Background: an optimization exercise with open tools, aiming at small area, a short achievable clock period and few clock cycles per item. Do not read the settings as production practice.
Function not checked in this run: the RTL went through the layout flow alone.

### flow/design.v
module calcpos (
    input             clk,
    input             reset,
    input             sample_valid,
    input             trig,
    input      [19:0] adc_a,
    input      [19:0] adc_b,
    input      [19:0] adc_c,
    input      [19:0] adc_d,
    input      [15:0] cha_gain,
    input      [15:0] chb_gain,
    input      [15:0] chc_gain,
    input      [15:0] chd_gain,
    input      [31:0] cha_offset,
    input      [31:0] chb_offset,
    input      [31:0] chc_offset,
    input      [31:0] chd_offset,
    input      [31:0] divide,
    input      [31:0] kx,
    input      [31:0] ky,
    input      [31:0] xpos_offset,
    input      [31:0] ypos_offset,
    output reg        data_rdy,
    output     [31:0] trignum,
    output     [31:0] cha_mag,
    output     [31:0] chb_mag,
    output     [31:0] chc_mag,
    output     [31:0] chd_mag,
    output     [31:0] sum,
    output     [31:0] xpos,
    output     [31:0] ypos
);
  localparam NB = 2;    
  localparam NG = 4;    
  reg        v1, t1, v2, t2;
  reg [31:0] trigcnt;
  wire       start = v1 & t1 & ~reset;    
  always @(posedge clk) begin
    if (reset) begin
      v1 <= 1'b0;
      t1 <= 1'b0;
      v2 <= 1'b0;
      t2 <= 1'b0;
      trigcnt <= 32'd0;
    end else begin
      v1 <= sample_valid;
      t1 <= trig;
      v2 <= v1;
      t2 <= t1;
      if (sample_valid & trig) trigcnt <= trigcnt + 32'd1;
    end
  end
  assign trignum = trigcnt;
  wire [19:0] adc_in [0:3];
  wire [15:0] gain_in [0:3];
  wire [31:0] ofs_in [0:3];
  assign adc_in[0] = adc_a;  assign gain_in[0] = cha_gain;  assign ofs_in[0] = cha_offset;
  assign adc_in[1] = adc_b;  assign gain_in[1] = chb_gain;  assign ofs_in[1] = chb_offset;
  assign adc_in[2] = adc_c;  assign gain_in[2] = chc_gain;  assign ofs_in[2] = chc_offset;
  assign adc_in[3] = adc_d;  assign gain_in[3] = chd_gain;  assign ofs_in[3] = chd_offset;
  localparam S_IDLE = 3'd0;
  localparam S_NORM = 3'd1;   
  localparam S_DIV  = 3'd2;   
  localparam S_FIX  = 3'd3;   
  localparam S_SUMS = 3'd4;   
  localparam S_ABS  = 3'd5;   
  localparam S_POS  = 3'd6;   
  localparam S_TAIL = 3'd7;   
  reg [2:0] state;
  reg [4:0] cnt;
  reg [31:0] dvs;             
  wire st_norm = (state == S_NORM);
  wire st_div  = (state == S_DIV);
  wire st_fix  = (state == S_FIX);
  wire st_sums = (state == S_SUMS);
  wire st_abs  = (state == S_ABS);
  wire st_pos  = (state == S_POS);
  wire st_tail = (state == S_TAIL);
  wire pos_first = st_pos & (cnt == 5'd16);
  wire pos_last  = st_pos & (cnt == 5'd1);
  wire [39:0] lat_v [0:3];      
  wire [71:0] lat_x [0:3];      
  wire [31:0] mag [0:3];
  wire [31:0] remq [0:3];
  wire [NB-1:0] qd [0:3];
  wire [31:0] rem_step [0:3];
  wire [31:0] num_w [0:1];      
  function [5:0] bitlen40(input [39:0] x);
    integer i;
    begin
      bitlen40 = 6'd0;
      for (i = 0; i < 40; i = i + 1)
        if (x[i]) bitlen40 = i + 1;
    end
  endfunction
  function [5:0] bitlen32(input [31:0] x);
    integer i;
    begin
      bitlen32 = 6'd0;
      for (i = 0; i < 32; i = i + 1)
        if (x[i]) bitlen32 = i + 1;
    end
  endfunction
  wire [5:0] len_d = bitlen40(lat_v[0] | lat_v[1] | lat_v[2] | lat_v[3]);
  wire [5:0] len_v = bitlen32(dvs);
  wire [6:0] nsteps = {1'b0, len_d} + 7'd1 - {1'b0, len_v};    
  wire [5:0] nsteps_r = nsteps[6] ? 6'd0 : ((nsteps[5:0] + NG - 1) & ~(NG - 1));
  wire [5:0] nshift = 6'd40 - nsteps_r;
  genvar g, j;
  generate
    for (g = 0; g < 4; g = g + 1) begin : chn
      reg [19:0] adc_r;
      reg [15:0] gain_r;
      reg [31:0] ofs_r;
      reg [31:0] corr;
      reg [39:0] acc;
      reg [39:0] dsr;     
      reg [31:0] rem;
      reg        qneg;
      always @(posedge clk) begin
        adc_r  <= adc_in[g];
        gain_r <= gain_in[g];
        ofs_r  <= ofs_in[g];
      end
      wire signed [35:0] prod = $signed(adc_r) * $signed(gain_r);
      always @(posedge clk) corr <= {{11{prod[35]}}, prod[35:15]} - ofs_r;
      wire [39:0] corr40 = {{8{corr[31]}}, corr};
      wire [39:0] acc_d = v2 ? (t2 ? corr40 : acc + corr40) : acc;
      always @(posedge clk) begin
        if (reset) acc <= 40'd0;
        else       acc <= acc_d;
      end
      assign lat_v[g] = dsr[39] ? {~dsr[38:0], 1'b1} : dsr;
      wire [39:0] lat_abs = dsr[39] ? (40'd0 - dsr) : dsr;
      assign lat_x[g] = {32'd0, lat_abs};
      wire [71:0] norm = lat_x[g] << nshift;
      wire [31:0] r [0:NB];
      wire [NB-1:0] q;
      assign r[0] = rem;
      for (j = 0; j < NB; j = j + 1) begin : stp
        wire bin = st_pos ? 1'b0 : dsr[39-j];
        wire [32:0] trial = {r[j], bin} - {1'b0, dvs};
        assign q[NB-1-j] = ~trial[32];
        assign r[j+1] = trial[32] ? {r[j][30:0], bin} : trial[31:0];
      end
      assign qd[g] = q;
      assign rem_step[g] = r[NB];
      assign remq[g] = rem;
      assign mag[g] = dsr[31:0];
      always @(posedge clk) begin
        if (start)
          dsr <= acc_d;
        else if (st_norm) begin
          dsr  <= norm[39:0];
          qneg <= dsr[39];
        end else if (st_div)
          dsr <= {dsr[39-NB:0], q};
        else if (st_fix)
          dsr <= {8'd0, qneg ? (32'd0 - dsr[31:0]) : dsr[31:0]};
      end
      if (g >= 2) begin : rg
        always @(posedge clk) begin
          if (st_norm) rem <= norm[71:40];
          else if (st_div) rem <= r[NB];
        end
      end else begin : rp
        always @(posedge clk) begin
          if (st_norm) rem <= norm[71:40];
          else if (st_div | st_pos) rem <= r[NB];
          else if (st_sums) rem <= num_w[g];
          else if (st_abs) rem <= rem[31] ? (32'd0 - rem) : rem;
        end
      end
    end
  endgenerate
  reg [31:0] sum_r;
  reg        negx, negy, zero;
  reg [32:0] kxr, kyr;          
  reg [63:0] bx, by;            
  reg [NB-1:0] dx, dy;
  wire [31:0] ma = mag[0], mb = mag[1], mc = mag[2], md = mag[3];
  wire [31:0] rx = remq[0], ry = remq[1];
  assign num_w[0] = (ma + md) - (mb + mc);
  assign num_w[1] = (ma + mb) - (mc + md);
  wire satx = (rx >= dvs);
  wire saty = (ry >= dvs);
  wire [32:0] kxs = negx ? (33'd0 - kxr) : kxr;
  wire [32:0] kys = negy ? (33'd0 - kyr) : kyr;
  always @(posedge clk) begin
    if (start) dvs <= divide;
    else if (st_abs) dvs <= sum_r[31] ? (32'd0 - sum_r) : sum_r;
  end
  always @(posedge clk) begin
    if (st_sums) sum_r <= ma + mb + mc + md;
    if (st_abs) begin
      negx <= rx[31] ^ sum_r[31];
      negy <= ry[31] ^ sum_r[31];
      zero <= (sum_r == 32'd0);
      kxr  <= {kx[31], kx};
      kyr  <= {ky[31], ky};
    end
    if (pos_first) begin
      kxr <= (zero | satx) ? 33'd0 : kxs;
      kyr <= (zero | saty) ? 33'd0 : kys;
      bx  <= {32'd0, zero ? 32'd0 : satx ? kxs[31:0] : xpos_offset};
      by  <= {32'd0, zero ? 32'd0 : saty ? kys[31:0] : ypos_offset};
    end else if ((st_pos | st_tail)) begin
      bx <= {bx[61:0], 2'b00} + {{29{tx[34]}}, tx};
      by <= {by[61:0], 2'b00} + {{29{ty[34]}}, ty};
    end
    if (st_pos) begin
      dx <= pos_last ? {qd[0][1], 1'b0} : qd[0];
      dy <= pos_last ? {qd[1][1], 1'b0} : qd[1];
    end
  end
  wire [34:0] kx2 = {kxr[32], kxr, 1'b0};
  wire [34:0] ky2 = {kyr[32], kyr, 1'b0};
  wire [34:0] tx = (dx[1] ? kx2 : 35'd0) + (dx[0] ? {{2{kxr[32]}}, kxr} : 35'd0);
  wire [34:0] ty = (dy[1] ? ky2 : 35'd0) + (dy[0] ? {{2{kyr[32]}}, kyr} : 35'd0);
  assign cha_mag = ma;
  assign chb_mag = mb;
  assign chc_mag = mc;
  assign chd_mag = md;
  assign sum  = sum_r;
  assign xpos = bx[63:32];
  assign ypos = by[63:32];
  always @(posedge clk) begin
    if (reset) begin
      state    <= S_IDLE;
      data_rdy <= 1'b0;
      cnt      <= 5'd0;
    end else begin
      data_rdy <= 1'b0;
      case (state)
        S_IDLE: if (start) state <= S_NORM;
        S_NORM: begin
          cnt   <= nsteps_r[5:1];
          state <= (nsteps_r == 6'd0) ? S_FIX : S_DIV;
        end
        S_DIV: begin
          cnt <= cnt - 5'd1;
          if (cnt == 5'd1) state <= S_FIX;
        end
        S_FIX:  state <= S_SUMS;
        S_SUMS: state <= S_ABS;
        S_ABS: begin
          state <= S_POS;
          cnt   <= 5'd16;
        end
        S_POS: begin
          cnt <= cnt - 5'd1;
          if (cnt == 5'd1) state <= S_TAIL;
        end
        default: begin   
          data_rdy <= 1'b1;
          state    <= S_IDLE;
        end
      endcase
    end
  end
endmodule
### flow/run.sh
#!/bin/bash
# synth_recipe.tcl (not shown) runs the flow's synth.tcl, then flattens the netlist and writes it again
# the make line also repeats each setting of config.mk as NAME=value (left out here)
make -C /OpenROAD-flow-scripts/flow DESIGN_CONFIG=/design/flow/config.mk WORK_HOME=/design/flow/orfs CLKGATE_MAP_FILE= SYNTH_SCRIPT=/design/flow/synth_recipe.tcl finish
### flow/config.mk
export PLATFORM = sky130hd
export DESIGN_NAME = calcpos
export DESIGN_NICKNAME = calcpos
export VERILOG_FILES = /design/flow/design.v
export SDC_FILE = /design/flow/constraint.sdc
export NUM_CORES = 4
export LEC_CHECK = 0
export CAP_MARGIN = 20
export CORE_MARGIN = 2
export CORE_UTILIZATION = 40
export SLEW_MARGIN = 20
### flow/constraint.sdc
create_clock -name core_clock -period 15.0 [get_ports {clk}]
set_input_delay 3.0000 -clock core_clock [delete_from_list [all_inputs] [get_ports {clk}]]
set_output_delay 3.0000 -clock core_clock [all_outputs]
set_load 0.01 [all_outputs]
==> implementation parameters <==
Parameter                              Value

Global routing
  Largest net degree at the start of global routing    approximately 170
  Global-route wire length before repair    915 mm
  Total global routing overflow    0
  Via count of the first global-routing pass    ~130k
  Antenna violations before repair    50
  Tot GR Track Use    0.314

Logic synthesis
  Synth area leader    sky130_fd_sc_hd__fa_1
  Post-synthesis sequential area ratio    0.183
  Mapped Cells    ~18k
  Count of flip-flops with a built-in enable after synthesis    between 400 and 500
  Most used standard cell by instance count after synthesis    sky130_fd_sc_hd__nand2_1
  Count of state elements after synthesis    roughly 1.2k
  Post-synthesis share of cell area spent on full adders, half adders and majority gates    0.288
  Post-synthesis net count    around 22k
  Share of the synthesized area in compound gates (AO/OA/AOI/OAI)    0.186
  Mapped Avg Cell Area    between 8 and 9 sq um
  Combinational family with the most area after synthesis    adder cells
  Count of unique library cells instantiated by Yosys    108
  Commonest register cell after synthesis    sky130_fd_sc_hd__dfxtp_1
  Synthesized cell area    154000 sq um
  Post-synthesis mux area share    0.0347
  Most instantiated cells after synthesis    2063 x sky130_fd_sc_hd__nand2_1, 1952 x sky130_fd_sc_hd__inv_1, 1415 x sky130_fd_sc_hd__fa_1
  Fraction of registers with async set/reset    0
  Leading post-synthesis cells by cell area    sky130_fd_sc_hd__fa_1 18%, sky130_fd_sc_hd__ha_1 10%, sky130_fd_sc_hd__edfxtp_1 9.6%
  Xor-xnor portion of the synthesized cell area    0.0628
  Post-synthesis simple-gate area fraction    0.168
  Portion of synthesized cell area occupied by the leading cell type    0.183
  Yosys Warn Count    1

Worst setup path
  Worst r2r dst    chn[2].dsr[1]$_DFFE_PP_
  Max stage delay on crit path    ~840 ps
  Nature of the critical path endpoint    flip-flop
  Peak fanout along the critical path    60
  R2R cell count    33
  Category of the critical setup timing path    reg -> reg
  Worst flop-to-flop path startpoint    chn[0].dsr[39]$_DFFE_PN_
  Type of origin of the critical path    flip-flop
  Slack of the worst reg-to-reg path    3750 ps
  Crit path DAT    roughly 12000 ps
  Required time at the endpoint of the critical path    ~16000 ps
  Library cell contributing the largest single delay on the critical path    sky130_fd_sc_hd__edfxtp_1

STA
  Final critical delay including setup and external delays    approximately 11000 ps
  Slew of the pin with the lowest slew margin    1260 ps
  Worst Skew    about 72 ps
  Final setup vio count    0
  Maximum achievable frequency    0.0889 GHz
  Setup TNS    0 ps
  Number of endpoints with negative hold slack in the final report    0
  Unrepaired setup endpoints after global routing    false
  Normalized max-slew margin    0.151
  Fraction of the cycle the final worst path needs    0.750
  Count of final max-slew check failures    0
  Post-layout worst setup margin    approximately 3800 ps
  Tightest hold margin    456 ps

Floorplanning
  Core region area    around 390000 sq um
  Die span in x    roughly 630 microns
  Site row count    between 200 and 250
  Vertical die dimension    625 microns
  Initial standard-cell utilization of the core    0.401
  Die Outline Area    a little under 400000 sq um
  I/O pin count    ~690

Clocking
  Clock edge transition at the registers on the reported setup and hold paths    70 ps
  CTS Buf Count    approximately 160
  Count of hold buffers inserted by post-cts repair    0
  Clock sink count    roughly 1.2k
  H-Tree Depth    4
  Clock Latency Late Sink    between 900 and 1000 ps
  Buffers inserted by post-CTS timing repair    0
  Count of cells resized by post-cts repair    0
  Number of buffers on the longest clock path    4
  Clock tree from TritonCTS    yes
  Root buffer selected by CTS    sky130_fd_sc_hd__clkbuf_16

Routing
  Via-to-Cell Ratio    about 5.9
  Vias    about 140k
  Number of DRC violations after detailed routing    0
  First-pass iteration count of the detailed router    9
  Routed WL    ~630 mm
  Number of nets with antenna violations after detailed routing    0
  Routed wire length per instance    26.6 microns
  Violation count after the first detailed-routing iteration    around 15k

Worst hold path
  Worst hold start    by[62]$_SDFFE_PP0P_
  Hold path cells    2
  Worst hold path class    reg -> reg
  Capture endpoint of the worst hold path    by[62]$_SDFFE_PP0P_

Finish
  Ratio of cells with drive above 1 in the final layout    0.0493
  Net total in the final layout    between 20k and 25k
  Total of fill cells in the finished design    about 38k
  Area overhead of the layout relative to synthesis    10.7%
  Post-layout instance area    approximately 170000 sq um

Job
  Max_cap viols    0

Placed design
  Count of buffers from port buffering    692
  Placed wire-length estimate    497 mm
  Post-placement cell area    166000 sq um
  Final weighted congestion of routability-driven global placement    about 1.1
  Worst-case setup slack after placement    just over 4000 ps

Run status
  Status  no timing/DRC/antenna violations
## registers in the layout, summed over array words and instances, names as in the netlist, 3 cells and up
signal,count
chn.rem,128
by,64
state,3
chn.ofs_r,128
chn.qneg,4
chn.gain_r,64
kxr,33
bx,64
trigcnt,32
cnt,5
chn.dsr,160
dvs,32
chn.acc,160
kyr,33
chn.corr,128
sum_r,32
chn.adc_r,80
## per-layer routing
layer | global-route usage | part of all wire
met4 | 0.184 | 0.071
met1 | 0.420 | 0.42
met5 | 0.00148 | 0.00030
met3 | 0.0842 | 0.11
met2 | 0.454 | 0.41
## how the worst max path moves through the flow
| stage | start | to | slack [ps] |
|---|---|---|---|
| floorplan | chn[2].gain_r[1]$_DFF_P_ | chn[2].corr[31]$_DFF_P_ | 5720 |
| global placement | chn[0].dsr[39]$_DFFE_PN_ | chn[2].dsr[1]$_DFFE_PP_ | 4320 |
| detailed placement | chn[0].dsr[39]$_DFFE_PN_ | chn[2].dsr[1]$_DFFE_PP_ | 4140 |
| CTS | chn[0].dsr[39]$_DFFE_PN_ | chn[2].dsr[1]$_DFFE_PP_ | 4080 |
| global route | chn[0].dsr[39]$_DFFE_PN_ | chn[2].dsr[1]$_DFFE_PP_ | 3310 |
| finish | chn[0].dsr[39]$_DFFE_PN_ | chn[2].dsr[1]$_DFFE_PP_ | 3750 |
## metrics by stage
step / utilization / instances
after floorplan: - / 18400
after CTS: 0.444 / 23700
after global placement: 0.430 / 23400
after detailed placement: 0.430 / 23400
final: 0.444 / 23700
after global routing: 0.444 / 23700
## worst max-delay path, delay by kind of cell, from the launching register on
kind,cells,cell delay (ps)
AND/OR/NAND/NOR,6,2710
XOR/XNOR,1,200
flip-flops,1,840
AO/OA/AOI/OAI,19,4240
adder cells (fa/ha/maj),3,1150
buffers and inverters,4,1890
## area by class of cell
cell class / count / area (sq um) / share of cell area
antenna: 18 / 45.0 / 0.000264
inverter: 1960 / 7370 / 0.0431
clock inverter: 80 / 746 / 0.00436
tap: 5060 / 6330 / 0.0370
timing repair buffer: 998 / 9280 / 0.0543
clock buffer: 203 / 4410 / 0.0258
sequential: 1162 / 28200 / 0.165
multi-input combinational: 14200 / 115000 / 0.670
## cells by family (layout without fill, tap and decap cells)
group / after synthesis / in the layout
and+or+nand+nor: 5486 / 5486
AOI/OAI and AO/OA: 4493 / 4493
buffers and inverters: 3039 / 3241
adders and majority gates: 2702 / 2702
DFF: 1162 / 1162
xor gates and xnor gates: 1098 / 1098
muxes: 464 / 464
other: 0 / 18
## cell usage in the layout (no fill, tap or decap), types with 282 or more instances in the layout
| cell type | Yosys | final |
|---|---|---|
| sky130_fd_sc_hd__and2_1 | 653 | 651 |
| sky130_fd_sc_hd__clkdlybuf4s50_1 | 0 | 691 |
| sky130_fd_sc_hd__xor2_1 | 422 | 419 |
| sky130_fd_sc_hd__a21oi_1 | 1180 | 1180 |
| sky130_fd_sc_hd__nand2_1 | 2063 | 2055 |
| sky130_fd_sc_hd__dfxtp_1 | 669 | 666 |
| sky130_fd_sc_hd__ha_1 | 1286 | 1285 |
| sky130_fd_sc_hd__inv_1 | 1952 | 1950 |
| sky130_fd_sc_hd__fa_1 | 1415 | 1415 |
| sky130_fd_sc_hd__a21o_1 | 364 | 364 |
| sky130_fd_sc_hd__nor3_1 | 284 | 282 |
| sky130_fd_sc_hd__mux2i_1 | 304 | 303 |
| sky130_fd_sc_hd__edfxtp_1 | 493 | 493 |
| sky130_fd_sc_hd__buf_4 | 196 | 302 |
| sky130_fd_sc_hd__o21ai_0 | 1119 | 1091 |
| sky130_fd_sc_hd__xnor2_1 | 669 | 663 |
| sky130_fd_sc_hd__nor2_1 | 1132 | 1122 |

-- what the ideal ports hide --
The results above use ideal ports. As a check the final layout listed here was re-extracted and re-timed, cells and wires unchanged.
Step 1, drivers: a clkbuf_16 drives clk and a buf_2 each remaining input, both assumed.
Step 2 also shifts input and output timing later by t, the mid clock arrival at the registers, as if the neighbouring blocks saw the same clock.
Slacks: ideal ports / drivers / drivers and shift; pairs: ideal ports / drivers.
t (ns): 1.006
setup slack, ns: 3.751 / 3.751 / 3.751
cell pins on the clock port's net: 1
After both steps this run still meets setup and hold. The setup slack of this run moves by 0.000 ns with the drivers and by 0.000 ns with both steps.
